Context: an optimization exercise on an open-source flow, tuned for small area, a short achievable clock period and few clock cycles. The choices shown serve that exercise and are no tape-out recipe.
At most, simulation tests tie the RTL to the original design; equivalence was not proved.
No functional check of the RTL was part of runs 2 and 3.

==> flow/design.v, too long to show whole: its modules and the start of the top module <==
// module convolution: 2381 lines
// module conv_fa: 4 lines
// module conv_ha: 4 lines
// module L1: 47 lines
// module CONV: 156 lines
module  CONV(
	input		  clk,
	input		  reset,
	output		  busy,
	input		  ready,
	output [11:0] iaddr,
	input  [19:0] idata,
	output	 	  cwr,
	output [11:0] caddr_wr,
	output [19:0] cdata_wr,
	output	 	  crd,
	output [11:0] caddr_rd,
	input  [19:0] cdata_rd,
	output [ 2:0] csel
	);
  // ...
==> flow/flow/run.sh <==
#!/bin/bash
set -euo pipefail
bash standard.sh SETUP_SLACK_MARGIN=8 finish > make.log 2>&1
==> flow/standard.sh <==
#!/bin/bash
# synth_recipe.tcl (not shown) runs the flow's synth.tcl, then flattens the netlist and writes it again
# the make line also repeats each setting of config.mk as NAME=value (left out here)
make -C /OpenROAD-flow-scripts/flow DESIGN_CONFIG=/design/flow/config.mk WORK_HOME=/design/flow/orfs CLKGATE_MAP_FILE= SYNTH_SCRIPT=/design/flow/synth_recipe.tcl "${@:-finish}"
==> flow/config.mk <==
export PLATFORM = sky130hd
export DESIGN_NAME = CONV
export DESIGN_NICKNAME = CONV
export VERILOG_FILES = /design/flow/design.v
export SDC_FILE = /design/flow/constraint.sdc
export NUM_CORES = 4
export LEC_CHECK = 0
export CAP_MARGIN = 20
export CORE_MARGIN = 2
export CORE_UTILIZATION = 65
export SLEW_MARGIN = 20
export SYNTH_HIERARCHICAL = 1
export SYNTH_MINIMUM_KEEP_SIZE = 0
==> flow/constraint.sdc <==
create_clock -name core_clock -period 12.0 [get_ports {clk}]
set_input_delay 2.4000 -clock core_clock [delete_from_list [all_inputs] [get_ports {clk}]]
set_output_delay 2.4000 -clock core_clock [all_outputs]
set_load 0.01 [all_outputs]
==> results.py, run 1 <==
metrics = {
    "synthesis": {
        "synth_area_leader_cell": "fa_1",
        "avgSynthCellArea_sq_um": 15.18,
        "synth_compound_area_frac": 0.02667,
        "synth_fa_ha_area_frac": 0.4849,
        "ys_top_cells_by_count": "977 x fa_1, 723 x dfxtp_1, 268 x inv_1",
    },
    "hold_path": {
        "min_path_cells": 0,
    },
    "placement": {
        "port_buffers": 102,
    },
    "critical_path": {
        "r2r_start": "px[0][11]",
        "end_kind": "register",
        "slowest_stage": "fa_1",
        "critPathArrivalTime_ns": 4.55,
        "crit_buf_inv": 1,
    },
    "route": {
        "dr.max_layer_used": "met5",
        "wl_met3_microns": 17270,
        "first_pass_iters": 8,
        "viasPerCell": 5.953,
    },
    "cells_and_area": {
        "final_area_sq_um": 49320,
        "nFlopsAndLatches": 812,
        "fin_util": 0.7542,
        "multiInputGateArea_sq_um": 24880,
        "seq_share": 0.3486,
    },
    "clocking": {
        "cts_sinks": 812,
        "cts_buffers": 80,
        "post_cts_buffers": 68,
        "clk_latency_ns": 0.65,
        "cts_resized": 248,
        "clkSlewWorstSetupHoldPaths_ns": 0.07,
    },
    "timing": {
        "whs_ns": 0.3116,
        "final-setup-viol-count": 0,
        "fin_setup_tns_ns": 0,
    },
    "floorplanning": {
        "initial_core_util": 0.6535,
    },
    "grt": {
        "globalRouteMet1Util": 0.5144,
        "grt_pass1_wl_microns": 187000,
        "grt_use_met3": 0.1707,
    },
    "status": {
        "status": "finished clean",
    },
}
Testbench counts, summed over its fixed seeds: cycles 62,964.
==> run 2, diff against run 1 <==
--- a/flow/design.v
+++ b/flow/design.v
@@ -998,16 +998,45 @@
 wire w2926, w2927;
 wire w2929, w2930;
 wire w2932, w2933;
 wire w2935, w2936;
 wire w2938, w2939;
 wire w2941, w2942;
 wire w2944, w2945;
 wire w2947, w2948;
+wire w2950, w2951;
+wire w2952, w2953;
+wire w2954, w2955;
+wire w2956, w2957;
+wire w2958, w2959;
+wire w2960, w2961;
+wire w2962, w2963;
+wire w2964, w2965;
+wire w2966, w2967;
+wire w2968, w2969;
+wire w2970, w2971;
+wire w2972, w2973;
+wire w2974, w2975;
+wire w2976, w2977;
+wire w2978, w2979;
+wire w2980, w2981;
+wire w2982, w2983;
+wire w2984, w2985;
+wire w2986, w2987;
+wire w2988, w2989;
+wire w2990, w2991;
+wire w2992, w2993;
+wire w2994, w2995;
+wire w2996, w2997;
+wire w2998, w2999;
+wire w3000, w3001;
+wire w3002, w3003;
+wire w3004, w3005;
+wire w3006, w3007;
 reg s1_c0_0;
 reg s1_c1_0;
 reg s1_c1_1;
 reg s1_c2_0;
 reg s1_c2_1;
 reg s1_c3_0;
 reg s1_c4_0;
 reg s1_c4_1;
@@ -1128,47 +1157,23 @@
 reg s1_c33_1;
 reg s1_c33_2;
 reg s1_c34_0;
 reg s1_c34_1;
 reg s1_c35_0;
 reg s1_c35_1;
 reg s1_c36_0;
 reg s1_c36_1;
-reg s2_c0_0;
-reg s2_c1_0;
-reg s2_c1_1;
-reg s2_c2_0;
-reg s2_c2_1;
-reg s2_c3_0;
-reg s2_c4_0;
-reg s2_c4_1;
-reg s2_c5_0;
-reg s2_c5_1;
-reg s2_c6_0;
-reg s2_c7_0;
-reg s2_c8_0;
-reg s2_c9_0;
-reg s2_c10_0;
-reg s2_c10_1;
-reg s2_c11_0;
-reg s2_c12_0;
-reg s2_c12_1;
-reg s2_c13_0;
-reg s2_c13_1;
-reg s2_c14_0;
-reg s2_c15_0;
-reg s2_c15_1;
 reg s2_c16_0;
 reg s2_c16_1;
 reg s2_c17_0;
 reg s2_c17_1;
 reg s2_c18_0;
+reg s2_c18_1;
 reg s2_c19_0;
-reg s2_c19_1;
 reg s2_c20_0;
 reg s2_c20_1;
 reg s2_c21_0;
 reg s2_c21_1;
 reg s2_c22_0;
 reg s2_c22_1;
 reg s2_c23_0;
 reg s2_c23_1;
@@ -1180,27 +1185,31 @@
 reg s2_c26_1;
 reg s2_c27_0;
 reg s2_c27_1;
 reg s2_c28_0;
 reg s2_c28_1;
 reg s2_c29_0;
 reg s2_c29_1;
 reg s2_c30_0;
+reg s2_c30_1;
 reg s2_c31_0;
-reg s2_c31_1;
 reg s2_c32_0;
+reg s2_c32_1;
 reg s2_c33_0;
 reg s2_c33_1;
 reg s2_c34_0;
 reg s2_c34_1;
 reg s2_c35_0;
+reg s2_c35_1;
 reg s2_c36_0;
 reg s2_c36_1;
 reg s2_c37_0;
+reg s2_c37_1;
+reg s_cin;
 conv_fa u3 (t0[0], nt2[0], t4[0], w1, w2);
 conv_fa u6 (t0[1], nt2[1], t4[1], w4, w5);
 conv_fa u9 (t5[1], nt6[1], nt8[0], w7, w8);
 conv_fa u12 (t0[2], t1[0], nt2[2], w10, w11);
 conv_fa u15 (t2[0], t3[0], t4[2], w13, w14);
 conv_fa u18 (t5[2], t5[0], nt6[2], w16, w17);
 conv_fa u21 (t0[3], nt0[0], t1[1], w19, w20);
 conv_fa u24 (nt2[3], t2[1], t3[1], w22, w23);
@@ -2174,16 +2183,75 @@
 conv_fa u2928 (w2807, w2878, w2876, w2926, w2927);
 conv_fa u2931 (w2810, w2881, w2879, w2929, w2930);
 conv_fa u2934 (w2815, w2813, w2882, w2932, w2933);
 conv_fa u2937 (w2821, w2819, w2885, w2935, w2936);
 conv_fa u2940 (w2827, w2825, w2888, w2938, w2939);
 conv_ha u2943 (w2830, w2828, w2941, w2942);
 conv_fa u2946 (s1_c35_0, s1_c35_1, w2891, w2944, w2945);
 conv_ha u2949 (s1_c36_0, s1_c36_1, w2947, w2948);
+assign w2950 = s1_c1_0 ^ s1_c1_1 ^ 1'b0;
+assign w2951 = (s1_c1_0 & s1_c1_1) | (s1_c1_0 & 1'b0) | (s1_c1_1 & 1'b0);
+assign w2952 = s1_c2_0 ^ s1_c2_1 ^ 1'b1;
+assign w2953 = (s1_c2_0 & s1_c2_1) | (s1_c2_0 & 1'b1) | (s1_c2_1 & 1'b1);
+assign w2954 = s1_c4_0 ^ s1_c4_1 ^ 1'b1;
+assign w2955 = (s1_c4_0 & s1_c4_1) | (s1_c4_0 & 1'b1) | (s1_c4_1 & 1'b1);
+assign w2956 = s1_c5_0 ^ s1_c5_1 ^ 1'b0;
+assign w2957 = (s1_c5_0 & s1_c5_1) | (s1_c5_0 & 1'b0) | (s1_c5_1 & 1'b0);
+assign w2958 = w2833 ^ 1'b1 ^ 1'b0;
+assign w2959 = (w2833 & 1'b1) | (w2833 & 1'b0) | (1'b1 & 1'b0);
+assign w2960 = w2836 ^ w2894 ^ 1'b1;
+assign w2961 = (w2836 & w2894) | (w2836 & 1'b1) | (w2894 & 1'b1);
+assign w2962 = w2896 ^ 1'b1 ^ 1'b0;
+assign w2963 = (w2896 & 1'b1) | (w2896 & 1'b0) | (1'b1 & 1'b0);
+assign w2964 = w2839 ^ w2897 ^ 1'b1;
+assign w2965 = (w2839 & w2897) | (w2839 & 1'b1) | (w2897 & 1'b1);
+assign w2966 = w2842 ^ w2840 ^ 1'b1;
+assign w2967 = (w2842 & w2840) | (w2842 & 1'b1) | (w2840 & 1'b1);
+assign w2968 = w2845 ^ w2900 ^ 1'b1;
+assign w2969 = (w2845 & w2900) | (w2845 & 1'b1) | (w2900 & 1'b1);
+assign w2970 = w2848 ^ w2846 ^ 1'b0;
+assign w2971 = (w2848 & w2846) | (w2848 & 1'b0) | (w2846 & 1'b0);
+assign w2972 = w2851 ^ w2849 ^ 1'b1;
+assign w2973 = (w2851 & w2849) | (w2851 & 1'b1) | (w2849 & 1'b1);
+assign w2974 = w2905 ^ w2903 ^ 1'b1;
+assign w2975 = (w2905 & w2903) | (w2905 & 1'b1) | (w2903 & 1'b1);
+assign w2976 = w2908 ^ w2906 ^ 1'b1;
+assign w2977 = (w2908 & w2906) | (w2908 & 1'b1) | (w2906 & 1'b1);
+assign w2978 = w2911 ^ w2909 ^ 1'b1;
+assign w2979 = (w2911 & w2909) | (w2911 & 1'b1) | (w2909 & 1'b1);
+assign w2980 = w2914 ^ w2912 ^ 1'b0;
+assign w2981 = (w2914 & w2912) | (w2914 & 1'b0) | (w2912 & 1'b0);
+assign w2982 = w2917 ^ w2915 ^ 1'b1;
+assign w2983 = (w2917 & w2915) | (w2917 & 1'b1) | (w2915 & 1'b1);
+assign w2984 = w2920 ^ w2918 ^ 1'b0;
+assign w2985 = (w2920 & w2918) | (w2920 & 1'b0) | (w2918 & 1'b0);
+assign w2986 = w2923 ^ w2921 ^ 1'b0;
+assign w2987 = (w2923 & w2921) | (w2923 & 1'b0) | (w2921 & 1'b0);
+assign w2988 = w2926 ^ w2924 ^ 1'b1;
+assign w2989 = (w2926 & w2924) | (w2926 & 1'b1) | (w2924 & 1'b1);
+assign w2990 = w2929 ^ w2927 ^ 1'b0;
+assign w2991 = (w2929 & w2927) | (w2929 & 1'b0) | (w2927 & 1'b0);
+assign w2992 = w2932 ^ w2930 ^ 1'b1;
+assign w2993 = (w2932 & w2930) | (w2932 & 1'b1) | (w2930 & 1'b1);
+assign w2994 = w2884 ^ w2933 ^ 1'b1;
+assign w2995 = (w2884 & w2933) | (w2884 & 1'b1) | (w2933 & 1'b1);
+assign w2996 = w2887 ^ w2936 ^ 1'b1;
+assign w2997 = (w2887 & w2936) | (w2887 & 1'b1) | (w2936 & 1'b1);
+assign w2998 = w2938 ^ 1'b1 ^ 1'b0;
+assign w2999 = (w2938 & 1'b1) | (w2938 & 1'b0) | (1'b1 & 1'b0);
+assign w3000 = w2941 ^ w2939 ^ 1'b0;
+assign w3001 = (w2941 & w2939) | (w2941 & 1'b0) | (w2939 & 1'b0);
+assign w3002 = w2890 ^ w2942 ^ 1'b1;
+assign w3003 = (w2890 & w2942) | (w2890 & 1'b1) | (w2942 & 1'b1);
+assign w3004 = w2944 ^ 1'b1 ^ 1'b0;
+assign w3005 = (w2944 & 1'b1) | (w2944 & 1'b0) | (1'b1 & 1'b0);
+assign w3006 = w2947 ^ w2945 ^ 1'b1;
+assign w3007 = (w2947 & w2945) | (w2947 & 1'b1) | (w2945 & 1'b1);
+wire [16:0] lowsum = {1'b0, {w2968, w2967, w2965, w2963, w2961, w2960, w2959, w2958, w2731, w2957, w2955, w2954, w2953, w2951, w2950, s1_c0_0}} + {1'b0, {1'b0, w2899, w2966, w2964, w2962, 1'b0, w2893, 1'b0, 1'b0, s1_c6_0, w2956, 1'b0, s1_c3_0, w2952, 1'b0, 1'b0}};
 always @(posedge clk) begin
   s1_c0_0 <= w1000;
   s1_c1_0 <= w1003;
   s1_c1_1 <= w1001;
   s1_c2_0 <= w1004;
   s1_c2_1 <= w1666;
   s1_c3_0 <= w2116;
   s1_c4_0 <= w2117;
@@ -2305,84 +2373,64 @@
   s1_c33_1 <= w2603;
   s1_c33_2 <= w2729;
   s1_c34_0 <= w2608;
   s1_c34_1 <= w2606;
   s1_c35_0 <= w2611;
   s1_c35_1 <= w2609;
   s1_c36_0 <= w2114;
   s1_c36_1 <= w2612;
-  s2_c0_0 <= s1_c0_0;
-  s2_c1_0 <= s1_c1_0;
-  s2_c1_1 <= s1_c1_1;
-  s2_c2_0 <= s1_c2_0;
-  s2_c2_1 <= s1_c2_1;
-  s2_c3_0 <= s1_c3_0;
-  s2_c4_0 <= s1_c4_0;
-  s2_c4_1 <= s1_c4_1;
-  s2_c5_0 <= s1_c5_0;
-  s2_c5_1 <= s1_c5_1;
-  s2_c6_0 <= s1_c6_0;
-  s2_c7_0 <= w2731;
-  s2_c8_0 <= w2833;
-  s2_c9_0 <= w2893;
-  s2_c10_0 <= w2836;
-  s2_c10_1 <= w2894;
-  s2_c11_0 <= w2896;
-  s2_c12_0 <= w2839;
-  s2_c12_1 <= w2897;
-  s2_c13_0 <= w2842;
-  s2_c13_1 <= w2840;
-  s2_c14_0 <= w2899;
-  s2_c15_0 <= w2845;
-  s2_c15_1 <= w2900;
-  s2_c16_0 <= w2848;
-  s2_c16_1 <= w2846;
-  s2_c17_0 <= w2851;
-  s2_c17_1 <= w2849;
-  s2_c18_0 <= w2902;
-  s2_c19_0 <= w2905;
-  s2_c19_1 <= w2903;
-  s2_c20_0 <= w2908;
-  s2_c20_1 <= w2906;
-  s2_c21_0 <= w2911;
-  s2_c21_1 <= w2909;
-  s2_c22_0 <= w2914;
-  s2_c22_1 <= w2912;
-  s2_c23_0 <= w2917;
-  s2_c23_1 <= w2915;
-  s2_c24_0 <= w2920;
-  s2_c24_1 <= w2918;
-  s2_c25_0 <= w2923;
-  s2_c25_1 <= w2921;
-  s2_c26_0 <= w2926;
-  s2_c26_1 <= w2924;
-  s2_c27_0 <= w2929;
-  s2_c27_1 <= w2927;
-  s2_c28_0 <= w2932;
-  s2_c28_1 <= w2930;
-  s2_c29_0 <= w2884;
-  s2_c29_1 <= w2933;
-  s2_c30_0 <= w2935;
-  s2_c31_0 <= w2887;
-  s2_c31_1 <= w2936;
-  s2_c32_0 <= w2938;
-  s2_c33_0 <= w2941;
-  s2_c33_1 <= w2939;
-  s2_c34_0 <= w2890;
-  s2_c34_1 <= w2942;
-  s2_c35_0 <= w2944;
-  s2_c36_0 <= w2947;
-  s2_c36_1 <= w2945;
-  s2_c37_0 <= w2948;
+  s2_c16_0 <= w2969;
+  s2_c16_1 <= w2970;
+  s2_c17_0 <= w2971;
+  s2_c17_1 <= w2972;
+  s2_c18_0 <= w2973;
+  s2_c18_1 <= w2902;
+  s2_c19_0 <= w2974;
+  s2_c20_0 <= w2975;
+  s2_c20_1 <= w2976;
+  s2_c21_0 <= w2977;
+  s2_c21_1 <= w2978;
+  s2_c22_0 <= w2979;
+  s2_c22_1 <= w2980;
+  s2_c23_0 <= w2981;
+  s2_c23_1 <= w2982;
+  s2_c24_0 <= w2983;
+  s2_c24_1 <= w2984;
+  s2_c25_0 <= w2985;
+  s2_c25_1 <= w2986;
+  s2_c26_0 <= w2987;
+  s2_c26_1 <= w2988;
+  s2_c27_0 <= w2989;
+  s2_c27_1 <= w2990;
+  s2_c28_0 <= w2991;
+  s2_c28_1 <= w2992;
+  s2_c29_0 <= w2993;
+  s2_c29_1 <= w2994;
+  s2_c30_0 <= w2995;
+  s2_c30_1 <= w2935;
+  s2_c31_0 <= w2996;
+  s2_c32_0 <= w2997;
+  s2_c32_1 <= w2998;
+  s2_c33_0 <= w2999;
+  s2_c33_1 <= w3000;
+  s2_c34_0 <= w3001;
+  s2_c34_1 <= w3002;
+  s2_c35_0 <= w3003;
+  s2_c35_1 <= w3004;
+  s2_c36_0 <= w3005;
+  s2_c36_1 <= w3006;
+  s2_c37_0 <= w3007;
+  s2_c37_1 <= w2948;
+  s_cin <= lowsum[16];
 end
-wire [37:0] ra = {s2_c37_0, s2_c36_0, s2_c35_0, s2_c34_0, s2_c33_0, s2_c32_0, s2_c31_0, s2_c30_0, s2_c29_0, s2_c28_0, s2_c27_0, s2_c26_0, s2_c25_0, s2_c24_0, s2_c23_0, s2_c22_0, s2_c21_0, s2_c20_0, s2_c19_0, s2_c18_0, s2_c17_0, s2_c16_0, s2_c15_0, s2_c14_0, s2_c13_0, s2_c12_0, s2_c11_0, s2_c10_0, s2_c9_0, s2_c8_0, s2_c7_0, s2_c6_0, s2_c5_0, s2_c4_0, s2_c3_0, s2_c2_0, s2_c1_0, s2_c0_0};
-wire [37:0] rb = {1'b0, s2_c36_1, 1'b0, s2_c34_1, s2_c33_1, 1'b0, s2_c31_1, 1'b0, s2_c29_1, s2_c28_1, s2_c27_1, s2_c26_1, s2_c25_1, s2_c24_1, s2_c23_1, s2_c22_1, s2_c21_1, s2_c20_1, s2_c19_1, 1'b0, s2_c17_1, s2_c16_1, s2_c15_1, 1'b0, s2_c13_1, s2_c12_1, 1'b0, s2_c10_1, 1'b0, 1'b0, 1'b0, 1'b0, s2_c5_1, s2_c4_1, 1'b0, s2_c2_1, s2_c1_1, 1'b0};
-wire [37:0] acc = ra + rb + 38'd127586188564;
-assign res = acc[37] ? 20'd0 : acc[35:16];
+wire [21:0] ra = {s2_c37_0, s2_c36_0, s2_c35_0, s2_c34_0, s2_c33_0, s2_c32_0, s2_c31_0, s2_c30_0, s2_c29_0, s2_c28_0, s2_c27_0, s2_c26_0, s2_c25_0, s2_c24_0, s2_c23_0, s2_c22_0, s2_c21_0, s2_c20_0, s2_c19_0, s2_c18_0, s2_c17_0, s2_c16_0};
+wire [21:0] rb = {s2_c37_1, s2_c36_1, s2_c35_1, s2_c34_1, s2_c33_1, s2_c32_1, 1'b0, s2_c30_1, s2_c29_1, s2_c28_1, s2_c27_1, s2_c26_1, s2_c25_1, s2_c24_1, s2_c23_1, s2_c22_1, s2_c21_1, s2_c20_1, 1'b0, s2_c18_1, s2_c17_1, s2_c16_1};
+wire [21:0] acc = ra + rb + s_cin;
+assign res = acc[21] ? 20'd0 : acc[19:0];
 endmodule
 module conv_fa(input a, input b, input c, output s, output co);
 assign s = a ^ b ^ c;
 assign co = (a & b) | (a & c) | (b & c);
 endmodule
 module conv_ha(input a, input b, output s, output co);
 assign s = a ^ b;
 assign co = a & b;
==> flow/flow/run.sh (replaced) <==
#!/bin/bash
# The standard layout (standard.sh), with two changes to how it is made; the
# constraints are unchanged:
#  - repair_timing aims for 8 ns of setup slack at the design's clock period;
#  - the port buffers that buffer_ports inserts on every input and output are buf_4 cells.
# Each tool's output is in orfs/logs/; make's own output is in make.log.
set -euo pipefail
bash standard.sh SETUP_SLACK_MARGIN=8 "BUFFER_PORTS_ARGS=-buffer_cell sky130_fd_sc_hd__buf_4" finish > make.log 2>&1
==> flow/config.mk (replaced) <==
export PLATFORM = sky130hd
export DESIGN_NAME = CONV
export DESIGN_NICKNAME = CONV
export VERILOG_FILES = /design/flow/design.v
export SDC_FILE = /design/flow/constraint.sdc
export NUM_CORES = 4
export LEC_CHECK = 0
export CAP_MARGIN = 20
export CORE_MARGIN = 2
export CORE_UTILIZATION = 65
export CTS_BUF_LIST = sky130_fd_sc_hd__clkbuf_8
export CTS_CLUSTER_DIAMETER = 55
export CTS_CLUSTER_SIZE = 18
export SLEW_MARGIN = 20
export SYNTH_HIERARCHICAL = 1
export SYNTH_MINIMUM_KEEP_SIZE = 0
==> results.py, run 2 <==
metrics = {
    "synthesis": {
        "synth_flop_cell": "dfxtp_1",
        "netlist_area_sq_um": 42000,
        "avgSynthCellArea_sq_um": 15.41,
        "ys_ff_latch": 793,
        "synth.most_common_cell": "fa_1",
        "seq_area_frac_synth": 0.3912,
        "synth.distinct_cells": 72,
        "async_flop_share": 0.08701,
        "synth_area_leader_cell": "fa_1",
        "syn_nets": 3838,
        "netlist_instances": 2726,
        "yosysTopAreaCellShare": 0.4666,
        "synth_edf_count": 20,
        "synthTopCellsByArea": "fa_1 47%, dfxtp_1 34%, dfrtp_1 3.7%",
        "ys_top_cells_by_count": "979 x fa_1, 704 x dfxtp_1, 271 x inv_1",
        "ys_warn_count": 11,
    },
    "route": {
        "routed_wl_microns": 124300,
        "first_pass_iters": 5,
        "vias": 22890,
        "final_antenna_net_count": 0,
        "routedWlPerCell_microns": 31.94,
        "drt_iter0_drc": 2465,
        "viasPerCell": 5.883,
        "drc": 0,
    },
    "clocking": {
        "tritoncts": "yes",
        "postCtsHoldBufs": 0,
        "cts_sinks": 793,
        "clk_latency_ns": 0.69,
        "cts_buffers": 67,
        "cts_max_path_buffers": 3,
        "cts_root_buffer": "clkbuf_8",
        "clkSlewWorstSetupHoldPaths_ns": 0.11,
        "cts_max_level": 3,
    },
    "timing": {
        "maxSlewHeadroom": 0.3810,
        "clock_skew_ns": 0.04476,
        "min_period_ns": 4.039,
        "worst_slew_pin_slew_ns": 0.9286,
        "drv_slew": 0,
        "setup_slack_ns": 7.961,
        "grt_setup_unrepaired": "yes",
        "finalHoldViolCount": 0,
        "final-setup-viol-count": 0,
        "post-route-period-util": 0.3366,
        "max_freq_ghz": 0.2476,
        "fin_setup_tns_ns": 0,
    },
    "cells_and_area": {
        "final_cell_mix": "927 x fa_1, 549 x dfxtp_1, 218 x inv_1",
        "mostFrequentLayoutCell": "fa_1",
        "final_area_sq_um": 46940,
        "largest-register": "px",
        "largest_register_ffs": 460,
        "drive_above_1_share": 0.2276,
        "fillCellCount": 3904,
        "synthToLayoutAreaGrowth_pct": 11.76,
        "stdcell_count": 3890,
        "nets": 4101,
    },
    "placement": {
        "placed_cell_area_sq_um": 43730,
        "place_inst": 3658,
        "hpwl_microns": 104400,
        "place_congestion": 1.063,
        "preCtsSetupSlack_ns": 7.459,
        "port_buffers": 102,
    },
    "flow_run": {
        "cap_viol_max_count": 0,
    },
    "critical_path": {
        "critPathArrivalTime_ns": 4.60,
        "critical_path_class": "register to register",
        "critPathLaunch": "px[2][14]",
        "end_kind": "register",
        "crit_required_ns": 12.56,
        "crit_buf_inv": 1,
        "cp_max_fo": 6,
        "max_stage_delay_ns": 0.60,
        "crit_top_cell": "fa_1",
        "crit_path_start_kind": "register",
        "path_cells": "inv_1 > fa_1 > fa_1 > fa_1 > fa_1 > fa_1 > fa_1",
        "slowest_stage": "fa_1",
        "r2r_start": "px[2][14]",
        "worst_path_dominant_cell_family": "adder cells",
    },
    "grt": {
        "grt_pass1_vias": 25240,
        "grt_max_degree": 51,
        "grt_use_total": 0.3863,
        "grt_pass1_wl_microns": 175700,
        "antenna_found_initial": 6,
        "gr-total-overflow": 0,
    },
    "floorplanning": {
        "die-area_sq_um": 66660,
        "core_sq_um": 64120,
        "ios": 105,
        "die_x_microns": 258.2,
        "rows": 93,
        "initial_core_util": 0.6551,
        "die_h_microns": 258.2,
    },
    "status": {
        "status": "finished clean",
    },
    "hold_path": {
        "hold_class": "register to register",
        "hold_start": "px[9][0]",
    },
}
## run 2: cell types whose count changed in the layout (fill, tap and decap cells not counted), sizes merged, moves of 9 or more
cell | before | now
a21oi | 62 | 39
dlygate4sd2 | 15 | 0
buf | 131 | 224
dfxtp | 723 | 704
clkinv | 25 | 9
nor3 | 20 | 29
clkdlybuf4s50 | 86 | 0
inv | 228 | 245
clkbuf | 96 | 71
a21o | 22 | 10
## run 2: metal layers
layer | vias up | share of wire | track usage
met5 | - | 0.00058 | 0.007835
met4 | 4 | 0.037 | 0.1326
met3 | 241 | 0.14 | 0.1668
met2 | 1514 | 0.45 | 0.5756
met1 | 12120 | 0.38 | 0.5150
li1 | 9006 | - | -
## run 2: final cells by class
| cell class | count | area, sq um | share of cell area |
|---|---|---|---|
| inverter | 271 | 1202 | 0.02562 |
| sequential | 793 | 16840 | 0.3588 |
| antenna | 3 | 7.507 | 0.0001599 |
| multi-input combinational | 1632 | 24530 | 0.5226 |
| timing repair buffer | 224 | 1818 | 0.03873 |
| tap | 855 | 1070 | 0.02279 |
| clock inverter | 41 | 490.5 | 0.01045 |
| clock buffer | 71 | 977.2 | 0.02082 |
## run 2: path summary, 6_finish.rpt
check                                   to  slack (ns)  cells after the start
hold / removal                   px[10][0]        0.31                      0
max in group asynchronous          ra_r[1]        9.62                      2
setup / recovery           u_conv.s1_c26_1        7.96                      7
min in group asynchronous     u_pool.qd[1]        1.83                      2
hold reg to reg                  px[10][0]        0.31                      0
setup reg to reg           u_conv.s1_c26_1        7.96                      7
## run 2: modules after synthesis (local to each module, per instance)
module       copies in the design  cells inside
conv_ha                         6             1
convolution                     1           601
CONV                            1           882
L1                              1           260
conv_fa                       977             1
## run 2: logic make-up after synthesis
kind of cell | share of synthesized area
flops | 0.3912
fa+ha+maj | 0.4935
other cells | 0.0001788
compound gates | 0.02109
mux | 0.01662
simple gates | 0.03745
xor+xnor | 0.01189
buf+inv | 0.02812
## run 2: what timing repair did
action                                  CTS  global route
gates resized for setup                 215           140
buffers inserted                         42            74
endpoints found under the setup margin   78            59
pin swaps                                 2            47
## run 2: worst reg2reg max path, stage by stage, from the launching register on
cell     delay [ns]
dfxtp_4        0.42
inv_1          0.27
fa_1           0.51
fa_1           0.57
fa_1           0.60
fa_1           0.46
fa_1           0.60
fa_1           0.48
## run 2: through the flow
stage	hold WS (ns)	util
3_5_place_dp	0.3121	0.6820
2_1_floorplan	0.3096	-
5_1_grt	0.3210	0.7320
3_3_place_gp	0.3098	0.6818
6_report	0.3144	0.7321
4_1_cts	0.3264	0.7176
==> module L1, before the edit <==
module  L1(
	input             clk,
	input             reset,
	input             rd_next,    
	input             gap_next,   
	output            crd,
	output     [11:0] caddr_rd,
	input      [19:0] cdata_rd,
	output            wr,         
	output     [19:0] val
	);
reg        crd_r, hv, rd_d;
reg [ 2:0] qd;          
reg [19:0] rd_q;
reg [11:0] q;           
reg        qdone;
reg signed [19:0] m, h;
wire signed [19:0] d = rd_q;
wire signed [19:0] mx = (m > d) ? m : d;
assign crd = crd_r;
assign caddr_rd = {q[11:9], q[3:2], q[0], q[8:4], q[1]};
wire blk_end = rd_d && (qd[1:0] == 2'd3);
wire wr_b = blk_end && qd[2];              
wire wr_h = gap_next && hv && !wr_b;       
assign wr  = wr_b || wr_h;
assign val = wr_b ? mx : h;
always @(posedge clk or posedge reset) begin
	if (reset) begin
		crd_r <= 1'b0; hv <= 1'b0; q <= 12'd0; qdone <= 1'b0; rd_d <= 1'b0; qd <= 3'd0;
	end else begin
		crd_r <= rd_next && !qdone;
		rd_d  <= crd_r;
		qd    <= q[2:0];
		if (crd_r) begin
			q <= q + 12'd1;
			if (q == 12'd4095) qdone <= 1'b1;
		end
		if (blk_end && !qd[2]) hv <= 1'b1;
		else if (wr_h) hv <= 1'b0;
	end
end
always @(posedge clk) begin
	rd_q <= cdata_rd;    
	m <= (!rd_d || qd[1:0] == 2'd0) ? d : mx;    
	if (blk_end && !qd[2]) h <= mx;
end
endmodule
==> module CONV, before the edit <==
module  CONV(
	input		  clk,
	input		  reset,
	output		  busy,
	input		  ready,
	output [11:0] iaddr,
	input  [19:0] idata,
	output	 	  cwr,
	output [11:0] caddr_wr,
	output [19:0] cdata_wr,
	output	 	  crd,
	output [11:0] caddr_rd,
	input  [19:0] cdata_rd,
	output [ 2:0] csel
	);
localparam LAT = 2;    
reg        busy_r, done_r, run_r;
reg        zc_r;       
reg        prv_r;      
reg [11:0] ra_r;       
reg [ 3:0] rr_r;       
reg        rv_r;       
wire       l1_last;
assign busy  = busy_r;
assign iaddr = ra_r;
wire rlast = (rr_r == 4'd9);
always @(posedge clk or posedge reset) begin
	if (reset) begin
		busy_r    <= 1'b0;
		run_r     <= 1'b0;
		zc_r      <= 1'b1;
		prv_r     <= 1'b0;
		ra_r      <= 12'd4032;    
		rr_r      <= 4'd0;
		rv_r      <= 1'b0;
	end else begin
		if (!busy_r && !done_r && ready) begin
			busy_r <= 1'b1;
			run_r  <= 1'b1;
		end
		if (l1_last) begin
			busy_r <= 1'b0;
			run_r  <= 1'b0;
		end
		if (run_r) begin
			if (rlast) begin
				rr_r  <= 4'd0;
				prv_r <= !zc_r;
				if (zc_r) begin
					zc_r <= 1'b0;
					rv_r <= (ra_r[11:6] != 6'd63);
				end else if (ra_r[5:0] == 6'd63) begin
					zc_r <= 1'b1;
					rv_r <= 1'b0;
					ra_r <= ra_r - 12'd127;           
				end else begin
					ra_r <= ra_r - 12'd575;           
					rv_r <= (ra_r[11:6] != 6'd8);
				end
			end else begin
				rr_r <= rr_r + 4'd1;
				if (!zc_r) begin
					ra_r <= ra_r + 12'd64;
					rv_r <= !(rr_r == 4'd8 && ra_r[11:6] == 6'd63);
				end
			end
		end
	end
end
reg [19:0] px [0:22];
reg        vld1;                   
integer i;
always @(posedge clk) begin
	px[0] <= rv_r ? idata : 20'd0;
	for (i = 1; i < 23; i = i + 1) px[i] <= px[i-1];
end
always @(posedge clk or posedge reset) begin
	if (reset) vld1 <= 1'b0;
	else       vld1 <= run_r && prv_r && (rr_r >= 4'd2);
end
wire [19:0] res;
convolution u_conv (
	.clk(clk),
	.t0(px[0]),  .t1(px[1]),  .t2(px[2]),
	.t3(px[10]), .t4(px[11]), .t5(px[12]),
	.t6(px[20]), .t7(px[21]), .t8(px[22]),
	.res(res)
);
reg [LAT-1:0] vpipe;
always @(posedge clk or posedge reset) begin
	if (reset) vpipe <= {LAT{1'b0}};
	else       vpipe <= {vpipe, vld1};
end
wire bnext   = vpipe[LAT-1];
reg  l0_done;
wire l0_next = bnext && !l0_done;
reg        cwr_r;
reg [ 2:0] csel_r;
reg [11:0] cad_r;
reg [19:0] cdat_r;
reg [11:0] wa_r;         
reg [ 9:0] lc_r;         
wire        l1_wr;       
wire [19:0] l1_val;
assign cwr      = cwr_r;
assign csel     = csel_r;
assign caddr_wr = cad_r;
assign cdata_wr = cdat_r;
assign l1_last  = cwr_r && done_r;
always @(posedge clk or posedge reset) begin
	if (reset) begin
		cwr_r <= 1'b0; csel_r <= 3'd1;
		wa_r <= 12'd0; l0_done <= 1'b0; lc_r <= 10'd0; done_r <= 1'b0;
	end else begin
		cwr_r <= (l0_next || l1_wr) && !done_r;
		if (l0_next) begin
			csel_r <= 3'd1;
			if (wa_r[8:6] != 3'd7) wa_r <= wa_r + 12'd64;
			else if (wa_r[5:0] == 6'd63) wa_r <= wa_r + 12'd1;
			else wa_r <= wa_r - 12'd447;
			if (wa_r == 12'd4095) l0_done <= 1'b1;
		end else begin
			csel_r <= l1_wr ? 3'd3 : 3'd1;
			if (l1_wr) begin
				lc_r <= lc_r + 10'd1;
				if (lc_r == 10'd1023) done_r <= 1'b1;
			end
		end
	end
end
always @(posedge clk) begin
	if (l0_next) begin
		cad_r  <= wa_r;
		cdat_r <= res;
	end else begin
		cad_r  <= {2'b00, lc_r[9:7], lc_r[1:0], lc_r[6:2]};
		cdat_r <= l1_val;
	end
end
reg pool_on;
always @(posedge clk or posedge reset) begin
	if (reset) pool_on <= 1'b0;
	else if (l0_next && wa_r == 12'd449) pool_on <= 1'b1;    
end
L1 u_pool (
	.clk(clk),
	.reset(reset),
	.rd_next(bnext && pool_on),
	.gap_next(!bnext),
	.crd(crd),
	.caddr_rd(caddr_rd),
	.cdata_rd(cdata_rd),
	.wr(l1_wr),
	.val(l1_val)
);
endmodule
==> run 3, diff against run 2 <==
--- a/flow/design.v
+++ b/flow/design.v
@@ -2440,31 +2440,27 @@
 	input             clk,
 	input             reset,
 	input             rd_next,    
-	input             gap_next,   
 	output            crd,
 	output     [11:0] caddr_rd,
 	input      [19:0] cdata_rd,
 	output            wr,         
 	output     [19:0] val
 	);
-reg        crd_r, hv, rd_d;
+reg        crd_r, rd_d;
 reg [ 2:0] qd;          
 reg [19:0] rd_q;
 reg [11:0] q;           
 reg        qdone;
-reg signed [19:0] m, h;
+reg signed [19:0] r1, r2;
 wire signed [19:0] d = rd_q;
-wire signed [19:0] mx = (m > d) ? m : d;
+wire signed [19:0] mx = (r2 > d) ? r2 : d;
 assign crd = crd_r;
-assign caddr_rd = {q[11:9], q[3:2], q[0], q[8:4], q[1]};
-wire blk_end = rd_d && (qd[1:0] == 2'd3);
-wire wr_b = blk_end && qd[2];              
-wire wr_h = gap_next && hv && !wr_b;       
-assign wr  = wr_b || wr_h;
-assign val = wr_b ? mx : h;
+assign caddr_rd = {q[11:9], q[3], q[0], q[1], q[8:4], q[2]};
+assign wr  = rd_d && (qd[2:1] == 2'd3);    
+assign val = mx;
 always @(posedge clk or posedge reset) begin
 	if (reset) begin
-		crd_r <= 1'b0; hv <= 1'b0; q <= 12'd0; qdone <= 1'b0; rd_d <= 1'b0; qd <= 3'd0;
+		crd_r <= 1'b0; q <= 12'd0; qdone <= 1'b0; rd_d <= 1'b0; qd <= 3'd0;
 	end else begin
 		crd_r <= rd_next && !qdone;
 		rd_d  <= crd_r;
@@ -2473,14 +2469,12 @@
 			q <= q + 12'd1;
 			if (q == 12'd4095) qdone <= 1'b1;
 		end
-		if (blk_end && !qd[2]) hv <= 1'b1;
-		else if (wr_h) hv <= 1'b0;
 	end
 end
 always @(posedge clk) begin
 	rd_q <= cdata_rd;    
-	m <= (!rd_d || qd[1:0] == 2'd0) ? d : mx;    
-	if (blk_end && !qd[2]) h <= mx;
+	r1 <= (qd[2:1] == 2'd0) ? d : mx;    
+	r2 <= r1;
 end
 endmodule
 `timescale 1ns/10ps
@@ -2632,7 +2626,6 @@
 	.clk(clk),
 	.reset(reset),
 	.rd_next(bnext && pool_on),
-	.gap_next(!bnext),
 	.crd(crd),
 	.caddr_rd(caddr_rd),
 	.cdata_rd(cdata_rd),
==> results.py, run 3 <==
metrics = {
    "timing": {
        "grt_setup_unrepaired": "yes",
        "clock_skew_ns": 0.02479,
        "finalHoldViolCount": 0,
        "worst_slew_pin_slew_ns": 0.8713,
        "setup_slack_ns": 7.988,
        "min_period_ns": 4.012,
        "maxSlewHeadroom": 0.4191,
        "final-setup-viol-count": 0,
        "drv_slew": 0,
        "max_freq_ghz": 0.2493,
        "fin_setup_tns_ns": 0,
        "post-route-period-util": 0.3343,
    },
    "floorplanning": {
        "rows": 92,
        "initial_core_util": 0.6579,
        "die-area_sq_um": 65890,
        "die_x_microns": 256.7,
        "die_h_microns": 256.7,
        "ios": 105,
        "core_sq_um": 63080,
    },
    "cells_and_area": {
        "fillCellCount": 3800,
        "final_cell_mix": "927 x fa_1, 568 x dfxtp_1, 215 x inv_1",
        "largest-register": "px",
        "stdcell_count": 3840,
        "largest_register_ffs": 460,
        "drive_above_1_share": 0.2250,
        "fin_util": 0.7353,
        "nets": 4060,
        "mostFrequentLayoutCell": "fa_1",
        "synthToLayoutAreaGrowth_pct": 11.76,
    },
    "grt": {
        "antenna_found_initial": 8,
        "gr-total-overflow": 0,
        "grt_pass1_wl_microns": 179800,
        "grt_pass1_vias": 25590,
        "grt_max_degree": 51,
        "grt_use_total": 0.3976,
    },
    "synthesis": {
        "netlist_instances": 2689,
        "avgSynthCellArea_sq_um": 15.43,
        "syn_nets": 3801,
        "seq_area_frac_synth": 0.3898,
        "ys_ff_latch": 791,
        "synth.most_common_cell": "fa_1",
        "synth_flop_cell": "dfxtp_1",
        "netlist_area_sq_um": 41500,
        "synth_area_leader_cell": "fa_1",
        "ys_warn_count": 11,
        "ys_top_cells_by_count": "979 x fa_1, 724 x dfxtp_1, 269 x inv_1",
        "yosysTopAreaCellShare": 0.4722,
        "synth_edf_count": 0,
        "synthTopCellsByArea": "fa_1 47%, dfxtp_1 35%, dfrtp_1 3.6%",
        "async_flop_share": 0.08470,
        "synth.distinct_cells": 72,
    },
    "critical_path": {
        "cp_max_fo": 4,
        "crit_top_cell": "fa_1",
        "max_stage_delay_ns": 0.69,
        "path_cells": "clkinvlp_4 > fa_2 > fa_2 > fa_1 > fa_1 > fa_1 > fa_1",
        "critPathArrivalTime_ns": 4.57,
        "rr_worst_depth": 7,
        "critical_path_class": "register to register",
        "worst_path_dominant_cell_family": "adder cells",
        "ff2ff_setup_slack_ns": 7.99,
        "crit_path_start_kind": "register",
        "end_kind": "register",
        "slowest_stage": "fa_2",
        "crit_buf_inv": 1,
        "r2r_start": "px[0][6]",
        "r2r-end": "u_conv.s1_c16_0",
        "crit_required_ns": 12.56,
    },
    "route": {
        "drc": 0,
        "drt_iter0_drc": 2522,
        "first_pass_iters": 6,
        "vias": 22890,
        "routedWlPerCell_microns": 32.80,
        "final_antenna_net_count": 0,
        "viasPerCell": 5.962,
        "routed_wl_microns": 125900,
    },
    "flow_run": {
        "cap_viol_max_count": 0,
    },
    "hold_path": {
        "hold_start": "u_pool.r1[18]",
        "min_path_cells": 0,
        "min_to": "u_pool.r2[18]",
        "hold_class": "register to register",
    },
    "clocking": {
        "clk_latency_ns": 0.70,
        "cts_sinks": 791,
        "cts_root_buffer": "clkbuf_8",
        "postCtsHoldBufs": 0,
        "cts_max_level": 3,
        "cts_max_path_buffers": 3,
        "cts_buffers": 68,
        "tritoncts": "yes",
        "clkSlewWorstSetupHoldPaths_ns": 0.10,
    },
    "status": {
        "status": "finished clean",
    },
    "placement": {
        "port_buffers": 102,
        "place_inst": 3609,
        "place_congestion": 1.051,
        "preCtsSetupSlack_ns": 7.479,
        "hpwl_microns": 105800,
    },
}
run 3: what timing repair did:
item                                   CTS  global route
setup buffers                           51            64
pin swaps                                6            37
setup endpoints to repair               78            61
endpoints found under the hold margin    0             0
resized for setup                      252           101
run 3: logic make-up after synthesis:
group                      count (synthesis)  synth area share
muxes                                     44           0.01206
DFF                                      791            0.3898
buffers and inverters                    300           0.02858
AOI/OAI and AO/OA                        124           0.02098
xor gates and xnor gates                  57           0.01203
and+or+nand+nor                          302           0.03696
adders and majority gates               1069            0.4994
other                                      2         0.0001810
run 3: worst max-delay path by stage:
stage | start | to | depth (start not counted)
after floorplan | px[12][7] | u_conv.s1_c15_0 | 7
after global placement | px[2][8] | u_conv.s1_c20_1 | 7
after detailed placement | px[2][8] | u_conv.s1_c20_1 | 7
after CTS | px[10][1] | u_conv.s1_c16_0 | 7
after global routing | px[20][8] | u_conv.s1_c8_0 | 8
final | px[0][6] | u_conv.s1_c16_0 | 7
run 3: through the flow:
step                      hold slack, ns  area (sq um)
after global placement            0.3095         43180
after detailed placement          0.3121         43180
after floorplan                   0.3096         41500
final                             0.3196         46380
after global routing              0.3273         46380
after CTS                         0.3164         45610
run 3: layer usage:
metal	track usage	vias up	share of wire
met3	0.1689	278	0.13
met1	0.5311	12330	0.38
met4	0.1360	4	0.041
li1	-	8846	-
met5	0	-	0.00021
met2	0.5935	1435	0.45
run 3: layout make-up:
class	instances	area, sq um	share of cell area
inverters	269	1195	0.02576
multi-input cells	1598	24300	0.5238
flip-flops and latches	791	16590	0.3577
clock inverters	38	426.7	0.009199
well taps	846	1059	0.02282
repair buffers	220	1777	0.03830
clock buffers	75	1032	0.02225
diodes	3	7.507	0.0001619
run 3: worst reg2reg max path: cells and delay by family (launching register included):
family,cells,cell delay (ns)
DFF,1,0.39
buffers and inverters,1,0.24
adders and majority gates,6,3.25
run 3: per-module statistics from Yosys (local to each module, per instance):
module | cells | copies in the design
L1 | 229 | 1
conv_ha | 1 | 6
convolution | 601 | 1
conv_fa | 1 | 977
CONV | 876 | 1

re-timing with driven ports:
The flow's constraints put no driver on any port. The routed layouts listed below were extracted and timed again, unchanged, in two steps.
Step 1, drivers: a clkbuf_16 drives clk and a buf_2 each remaining input, both assumed.
Step 2 moves the port delays by t, midway between the first and last clock arrival at a register: inputs arrive t later, outputs are due t later. That takes back most of the time a late clock gives input paths.
Slacks: ideal ports / drivers / drivers and shift; pairs: ideal ports / drivers.
run | shift t [ns] | setup WS [ns] | latest minus earliest clock arrival (ns) | cell pins on the clock port's net
run 1 | 0.701 | 7.968 / 7.966 / 7.968 | 0.030 / 0.030 | 1
run 2 | 0.736 | 7.961 / 7.961 / 7.961 | 0.057 / 0.057 | 1
run 3 | 0.739 | 7.988 / 7.988 / 7.988 | 0.030 / 0.030 | 1
After both steps setup and hold are still met in every run listed.
